This is an optimization exercise on Yosys and OpenROAD, whose aim is small area and a short achievable clock period, not a production implementation. Where RTL was checked, it was by simulation tests only, not by an equivalence proof against the original. Power and IR drop assume default switching activity.

==> flow/design.v (excerpt) <==
module counters(
input wire sysclk,
input wire foo_card,
input wire wfoo0_baz,
input wire wfoo0_blrb,
input wire wfoo0_zz1pb,
input wire [31:0] wfoo0_turn,
input wire debct_baz,
input wire debct_blrb,
input wire debct_zz1pb,
input wire debct_bar,
input wire [31:0] debct_turn,
input wire Z0_bar,
input wire Z0_baz,
input wire Z0_blrb,
input wire Z0_zz1pb,
input wire [31:0] Z0_turn,
input wire Y1_bar,
input wire Y1_baz,
input wire Y1_blrb,
input wire Y1_zz1pb,
input wire [31:0] Y1_turn,
input wire X2_bar,
input wire X2_baz,
input wire X2_blrb,
input wire X2_zz1pb,
input wire [31:0] X2_turn,
input wire W3_bar,
input wire W3_baz,
input wire W3_blrb,
input wire W3_zz1pb,
input wire [31:0] W3_turn,
output wire Z0_cwm,
output wire [31:0] Z0,
output wire Y1_cwm,
output wire [31:0] Y1,
output wire X2_cwm,
output wire [31:0] X2,
output wire W3_cwm,
output wire [31:0] W3,
output reg wfoo0_cwm,
output wire [31:0] wfoo0_llwln,
output wire debct_cwm,
output reg debct_pull,
output wire [31:0] debct,
output wire wdfilecardA2P
);
Size: roughly 1400 cells after synthesis, about 210 flip-flops, ~0.012 mm^2 of cells after synthesis.
clock: 3.3 ns
lec_check: 0
cap_margin: 20
core_margin: 2
core_utilization: 40
setup_slack_margin: 1.45
slew_margin: 20
standard.sh (not shown) runs the stock make flow with config.mk's settings and CLKGATE_MAP_FILE= SYNTH_SCRIPT=/design/flow/synth_recipe.tcl, a recipe that flattens the netlist after the stock synthesis.
==> flow/flow/run.sh <==
#!/bin/bash
# The standard layout (standard.sh), with these changes:
#  - port buffers use the smallest buffer cell (buf_1) instead of the default choice;
#  - if flow/dont_use.txt exists, it replaces the platform's don't-use list
#    (it repeats the platform's list and adds slow wide OR/NOR cells);
#  - each line of flow/make_args.txt (if it exists) is passed to make as VAR=value.
set -uo pipefail
export BUFFER_PORTS_ARGS="-buffer_cell sky130_fd_sc_hd__buf_1"
args=()
if [[ -s flow/dont_use.txt ]]; then
  args+=("DONT_USE_CELLS=$(tr '\n' ' ' < flow/dont_use.txt)")
fi
if [[ -s flow/make_args.txt ]]; then
  while IFS= read -r line; do
    [[ -n "$line" ]] && args+=("$line")
  done < flow/make_args.txt
fi
printf '%s\n' "${args[@]}" > run_args.log
bash standard.sh "${args[@]}" finish > standard.log 2>&1
Other scripts of this flow, unchanged in this note and not shown: flow/flow/dont_use.txt, flow/flow/make_args.txt
Edit:
--- a/flow/design.v
+++ b/flow/design.v
@@ -324,38 +324,42 @@
   assign w_b[24] = w_z0_23;
   assign w_b[25] = w_z0_24;
   assign w_b[26] = w_z0_25;
   assign w_b[27] = w_z0_26;
   assign w_b[28] = w_z0_27;
   assign w_b[29] = w_z0_28;
   assign w_b[30] = w_z0_29;
   assign w_b[31] = w_z0_30;
   wire w_up0 = ~wd_cnt[1] & w_z2_3 & w_z4_7 & w_z8_15 & w_z16_31;
   wire w_zero = w_b[31] & ~wd_cnt[31];
   wire wd_turn_nz = |wfoo0_turn;
   wire wd_run = wd_armed & wfoo0_blrb;
-  wire wd_at_zero = w_zero;
+  reg wd_nz;
+  wire wd_at_zero = ~wd_nz;
+  wire wd_is_one = w_up0 & wd_cnt[0];
   wire wd_load = wfoo0_baz | (wd_run & wd_at_zero);
   wire wd_hit = ~wfoo0_baz & wd_run & wd_at_zero;
   assign wfoo0_llwln = wd_cnt;
   assign wdfilecardA2P = wd_a2p;
   always @(posedge sysclk, posedge foo_card) begin
     if (foo_card) begin
       wd_cnt <= 32'd0;
+      wd_nz <= 1'b0;
       wd_armed <= 1'b0;
       wd_mark <= 1'b0;
       wd_a2p <= 1'b0;
       wfoo0_cwm <= 1'b0;
       debct_pull <= 1'b0;
     end else begin
       debct_pull <= debct_exp;
       wd_a2p <= wd_hit & wd_mark;
       wd_cnt <= wd_load ? wfoo0_turn : wd_cnt ^ ({32{wd_run}} & w_b);
+      wd_nz <= wd_load ? wd_turn_nz : wd_run ? ~wd_is_one : wd_nz;
       if (wfoo0_baz) wd_armed <= ~wd_at_zero;
       else if (wd_hit & wd_mark) wd_armed <= 1'b0;
       if (wfoo0_baz) wd_mark <= 1'b0;
       else if (wd_hit) wd_mark <= 1'b1;
       if (~wfoo0_zz1pb) wfoo0_cwm <= 1'b0;
       else if (wd_hit & ~wd_mark) wfoo0_cwm <= 1'b1;
     end
   end
 endmodule
After rerunning: The changed run completed with no timing, DRC or antenna violations. Clock power stays flat. Die area is higher by a few percent. Clock skew is about the same. Design area goes up by a few percent. Area after synthesis goes up by a few percent. Routed wire length came out higher by roughly a tenth. Global-route usage went up by 1.5 points. Setup slack improves by 0.023 ns. Utilization is lower by 1.5 points. Power grows by a few percent. Count of clock-buffer cells in the layout stays the same. Maximum frequency rises slightly. Synthesized cell count rises by a little under a tenth. Via count climbs by about a fifth.
No functional check of the RTL was part of the second run of this note.


before:
The RTL this note starts from:
==> flow/design.v <==
module counters_tmr(
input wire clk,
input wire rst,
input wire baz,
input wire blrb,
input wire bar,
input wire zz1pb,
input wire [31:0] turn,
output reg [31:0] cnt,
output reg cwm,
output wire expire
);
  reg armed;
  wire up_zero = ~|cnt[31:1];
  wire is_zero = up_zero & ~cnt[0];
  wire is_one = up_zero & cnt[0];
  wire go = ~baz & armed & blrb;
  wire reload = go & bar & is_zero;
  wire dec = go & (bar ? ~is_zero : ~cwm);
  wire shot = go & ~bar & ~cwm & is_one;
  assign expire = reload | shot;
  always @(posedge clk, posedge rst) begin
    if (rst) begin
      cnt <= 32'd0;
      cwm <= 1'b0;
      armed <= 1'b0;
    end else begin
      if (baz | reload) cnt <= turn;
      else if (dec) cnt <= cnt - 32'd1;
      if (baz) armed <= |turn;
      else if (shot) armed <= 1'b0;
      if (~zz1pb) cwm <= 1'b0;
      else if (expire) cwm <= 1'b1;
    end
  end
endmodule
module counters(
input wire sysclk,
input wire foo_card,
input wire wfoo0_baz,
input wire wfoo0_blrb,
input wire wfoo0_zz1pb,
input wire [31:0] wfoo0_turn,
input wire debct_baz,
input wire debct_blrb,
input wire debct_zz1pb,
input wire debct_bar,
input wire [31:0] debct_turn,
input wire Z0_bar,
input wire Z0_baz,
input wire Z0_blrb,
input wire Z0_zz1pb,
input wire [31:0] Z0_turn,
input wire Y1_bar,
input wire Y1_baz,
input wire Y1_blrb,
input wire Y1_zz1pb,
input wire [31:0] Y1_turn,
input wire X2_bar,
input wire X2_baz,
input wire X2_blrb,
input wire X2_zz1pb,
input wire [31:0] X2_turn,
input wire W3_bar,
input wire W3_baz,
input wire W3_blrb,
input wire W3_zz1pb,
input wire [31:0] W3_turn,
output wire Z0_cwm,
output wire [31:0] Z0,
output wire Y1_cwm,
output wire [31:0] Y1,
output wire X2_cwm,
output wire [31:0] X2,
output wire W3_cwm,
output wire [31:0] W3,
output reg wfoo0_cwm,
output wire [31:0] wfoo0_llwln,
output wire debct_cwm,
output reg debct_pull,
output wire [31:0] debct,
output wire wdfilecardA2P
);
  wire debct_exp, z0_exp, y1_exp, x2_exp, w3_exp;
  counters_tmr t_debct(.clk(sysclk), .rst(foo_card), .baz(debct_baz), .blrb(debct_blrb),
    .bar(debct_bar), .zz1pb(debct_zz1pb), .turn(debct_turn), .cnt(debct), .cwm(debct_cwm),
    .expire(debct_exp));
  counters_tmr t_Z0(.clk(sysclk), .rst(foo_card), .baz(Z0_baz), .blrb(Z0_blrb),
    .bar(Z0_bar), .zz1pb(Z0_zz1pb), .turn(Z0_turn), .cnt(Z0), .cwm(Z0_cwm),
    .expire(z0_exp));
  counters_tmr t_Y1(.clk(sysclk), .rst(foo_card), .baz(Y1_baz), .blrb(Y1_blrb),
    .bar(Y1_bar), .zz1pb(Y1_zz1pb), .turn(Y1_turn), .cnt(Y1), .cwm(Y1_cwm),
    .expire(y1_exp));
  counters_tmr t_X2(.clk(sysclk), .rst(foo_card), .baz(X2_baz), .blrb(X2_blrb),
    .bar(X2_bar), .zz1pb(X2_zz1pb), .turn(X2_turn), .cnt(X2), .cwm(X2_cwm),
    .expire(x2_exp));
  counters_tmr t_W3(.clk(sysclk), .rst(foo_card), .baz(W3_baz), .blrb(W3_blrb),
    .bar(W3_bar), .zz1pb(W3_zz1pb), .turn(W3_turn), .cnt(W3), .cwm(W3_cwm),
    .expire(w3_exp));
  reg [31:0] wd_cnt;
  reg wd_armed, wd_mark, wd_a2p;
  wire wd_zero = ~|wd_cnt;
  wire wd_go = ~wfoo0_baz & wd_armed & wfoo0_blrb;
  wire wd_hit = wd_go & wd_zero;
  assign wfoo0_llwln = wd_cnt;
  assign wdfilecardA2P = wd_a2p;
  always @(posedge sysclk, posedge foo_card) begin
    if (foo_card) begin
      wd_cnt <= 32'd0;
      wd_armed <= 1'b0;
      wd_mark <= 1'b0;
      wd_a2p <= 1'b0;
      wfoo0_cwm <= 1'b0;
      debct_pull <= 1'b0;
    end else begin
      debct_pull <= debct_exp;
      wd_a2p <= wd_hit & wd_mark;
      if (wfoo0_baz | wd_hit) wd_cnt <= wfoo0_turn;
      else if (wd_go) wd_cnt <= wd_cnt - 32'd1;
      if (wfoo0_baz) wd_armed <= ~wd_zero;
      else if (wd_hit & wd_mark) wd_armed <= 1'b0;
      if (wfoo0_baz) wd_mark <= 1'b0;
      else if (wd_hit) wd_mark <= 1'b1;
      if (~wfoo0_zz1pb) wfoo0_cwm <= 1'b0;
      else if (wd_hit & ~wd_mark) wfoo0_cwm <= 1'b1;
    end
  end
endmodule
make LEC_CHECK=0 CAP_MARGIN=20 CORE_MARGIN=2 CORE_UTILIZATION=40 SLEW_MARGIN=20 finish   # period 3.3 ns
run.sh (not shown) runs the stock make flow with config.mk's settings and CLKGATE_MAP_FILE= SYNTH_SCRIPT=/design/flow/synth_recipe.tcl, a recipe that flattens the netlist after the stock synthesis.
Stock flow here: none of the scripts above is used.
--- input diff before..after ---
==> flow/design.v <==
module counters_tmr(
input wire clk,
input wire rst,
input wire baz,
input wire blrb,
input wire bar,
input wire zz1pb,
input wire [31:0] turn,
output reg [31:0] cnt,
output reg cwm,
output wire expire
);
  reg armed;
  wire [31:0] b;
  genvar i;
  assign b[0] = 1'b1;
  generate for (i = 1; i < 32; i = i + 1) begin : g_b
    assign b[i] = ~|cnt[i-1:0];
  end endgenerate
  wire up_zero = ~|cnt[31:1];
  wire is_zero = up_zero & ~cnt[0];
  wire is_one = up_zero & cnt[0];
  wire go = ~baz & armed & blrb;
  wire load = baz | (go & bar & is_zero);
  wire dec = go & (bar | ~cwm);
  wire shot = go & ~bar & ~cwm & is_one;
  assign expire = (go & bar & is_zero) | shot;
  always @(posedge clk, posedge rst) begin
    if (rst) begin
      cnt <= 32'd0;
      cwm <= 1'b0;
      armed <= 1'b0;
    end else begin
      cnt <= load ? turn : cnt ^ ({32{dec}} & b);
      if (baz) armed <= |turn;
      else if (shot) armed <= 1'b0;
      if (~zz1pb) cwm <= 1'b0;
      else if (expire) cwm <= 1'b1;
    end
  end
endmodule
module counters(
input wire sysclk,
input wire foo_card,
input wire wfoo0_baz,
input wire wfoo0_blrb,
input wire wfoo0_zz1pb,
input wire [31:0] wfoo0_turn,
input wire debct_baz,
input wire debct_blrb,
input wire debct_zz1pb,
input wire debct_bar,
input wire [31:0] debct_turn,
input wire Z0_bar,
input wire Z0_baz,
input wire Z0_blrb,
input wire Z0_zz1pb,
input wire [31:0] Z0_turn,
input wire Y1_bar,
input wire Y1_baz,
input wire Y1_blrb,
input wire Y1_zz1pb,
input wire [31:0] Y1_turn,
input wire X2_bar,
input wire X2_baz,
input wire X2_blrb,
input wire X2_zz1pb,
input wire [31:0] X2_turn,
input wire W3_bar,
input wire W3_baz,
input wire W3_blrb,
input wire W3_zz1pb,
input wire [31:0] W3_turn,
output wire Z0_cwm,
output wire [31:0] Z0,
output wire Y1_cwm,
output wire [31:0] Y1,
output wire X2_cwm,
output wire [31:0] X2,
output wire W3_cwm,
output wire [31:0] W3,
output reg wfoo0_cwm,
output wire [31:0] wfoo0_llwln,
output wire debct_cwm,
output reg debct_pull,
output wire [31:0] debct,
output wire wdfilecardA2P
);
  wire debct_exp, z0_exp, y1_exp, x2_exp, w3_exp;
  counters_tmr t_debct(.clk(sysclk), .rst(foo_card), .baz(debct_baz), .blrb(debct_blrb),
    .bar(debct_bar), .zz1pb(debct_zz1pb), .turn(debct_turn), .cnt(debct), .cwm(debct_cwm),
    .expire(debct_exp));
  counters_tmr t_Z0(.clk(sysclk), .rst(foo_card), .baz(Z0_baz), .blrb(Z0_blrb),
    .bar(Z0_bar), .zz1pb(Z0_zz1pb), .turn(Z0_turn), .cnt(Z0), .cwm(Z0_cwm),
    .expire(z0_exp));
  counters_tmr t_Y1(.clk(sysclk), .rst(foo_card), .baz(Y1_baz), .blrb(Y1_blrb),
    .bar(Y1_bar), .zz1pb(Y1_zz1pb), .turn(Y1_turn), .cnt(Y1), .cwm(Y1_cwm),
    .expire(y1_exp));
  counters_tmr t_X2(.clk(sysclk), .rst(foo_card), .baz(X2_baz), .blrb(X2_blrb),
    .bar(X2_bar), .zz1pb(X2_zz1pb), .turn(X2_turn), .cnt(X2), .cwm(X2_cwm),
    .expire(x2_exp));
  counters_tmr t_W3(.clk(sysclk), .rst(foo_card), .baz(W3_baz), .blrb(W3_blrb),
    .bar(W3_bar), .zz1pb(W3_zz1pb), .turn(W3_turn), .cnt(W3), .cwm(W3_cwm),
    .expire(w3_exp));
  reg [31:0] wd_cnt;
  reg wd_armed, wd_mark, wd_a2p;
  wire wd_zero = ~|wd_cnt;
  wire [31:0] wd_b;
  genvar j;
  assign wd_b[0] = 1'b1;
  generate for (j = 1; j < 32; j = j + 1) begin : g_wb
    assign wd_b[j] = ~|wd_cnt[j-1:0];
  end endgenerate
  wire wd_go = ~wfoo0_baz & wd_armed & wfoo0_blrb;
  wire wd_hit = wd_go & wd_zero;
  assign wfoo0_llwln = wd_cnt;
  assign wdfilecardA2P = wd_a2p;
  always @(posedge sysclk, posedge foo_card) begin
    if (foo_card) begin
      wd_cnt <= 32'd0;
      wd_armed <= 1'b0;
      wd_mark <= 1'b0;
      wd_a2p <= 1'b0;
      wfoo0_cwm <= 1'b0;
      debct_pull <= 1'b0;
    end else begin
      debct_pull <= debct_exp;
      wd_a2p <= wd_hit & wd_mark;
      wd_cnt <= (wfoo0_baz | wd_hit) ? wfoo0_turn : wd_cnt ^ ({32{wd_go}} & wd_b);
      if (wfoo0_baz) wd_armed <= ~wd_zero;
      else if (wd_hit & wd_mark) wd_armed <= 1'b0;
      if (wfoo0_baz) wd_mark <= 1'b0;
      else if (wd_hit) wd_mark <= 1'b1;
      if (~wfoo0_zz1pb) wfoo0_cwm <= 1'b0;
      else if (wd_hit & ~wd_mark) wfoo0_cwm <= 1'b1;
    end
  end
endmodule
### Flow results
- NOTE total core area before->after decreased by more than 10%
- The cell count in after sits 15% below the value recorded for before.
- Changes observed in after relative to before: worst-case setup margin in the final layout went up by 180 ps; worst hold slack across all endpoints went up by 38 ps; final period demand of the worst path went down by 180 ps; routed wire length went down by 26%; share of total power in the clock network went up by 3.3 points.
- after vs before: floorplan row count down
- In the flow results for before and after, the worst-case headroom to the max-slew limit is smaller on before.
- Total of hold buffers inserted after clock tree synthesis: after vs before identical
- after vs before: power down
- after vs before, worst-case vdd ir drop went down by 61 µV.
- Relative to before, critical path's largest stage delay has decreased by 20 ps in after.
- Summary — met3 global-route usage, after relative to before: higher, by 0.95 points.
No functional check of the RTL was part of before.

==> static timing again, ports no longer ideal <==
How much do the figures lean on ideal ports? The routed layouts below were timed once more, with nothing changed but the port constraints. Step 1 (the two cells are an assumption about what drives the block):
set clk [get_ports {sysclk}]
set_driving_cell -lib_cell sky130_fd_sc_hd__clkbuf_16 $clk
set_driving_cell -lib_cell sky130_fd_sc_hd__buf_2 [delete_from_list [all_inputs] $clk]
Step 2 moves the port delays by t, midway between the first and last clock arrival at a register: inputs arrive t later, outputs are due t later. That takes back most of the time a late clock gives input paths. Slacks: no drivers / after step 1 / after step 2; pairs: no drivers / after step 1.
run	t, ns	slack for setup (ns)	worst hold slack (ns)	latest minus earliest clock arrival (ns)	worst register clock-pin slew, ns
the first run of note 1	0.523	1.442 / 1.393 / 1.071	0.344 / 0.338 / 0.518	0.026 / 0.026	0.09 / 0.09
the second run of note 1	0.524	1.465 / 1.415 / 1.155	0.372 / 0.349 / 0.540	0.030 / 0.029	0.09 / 0.09
before	0.585	0.355 / 0.355 / 0.016	0.497 / 0.497 / 0.497	0.013 / 0.013	0.06 / 0.06
after	0.569	0.536 / 0.536 / 0.127	0.535 / 0.535 / 0.535	0.020 / 0.020	0.06 / 0.06
After both steps every run listed still meets setup and hold. For after, which loses most, drivers alone change the setup slack by 0.000 ns; drivers and shift together by -0.409 ns.
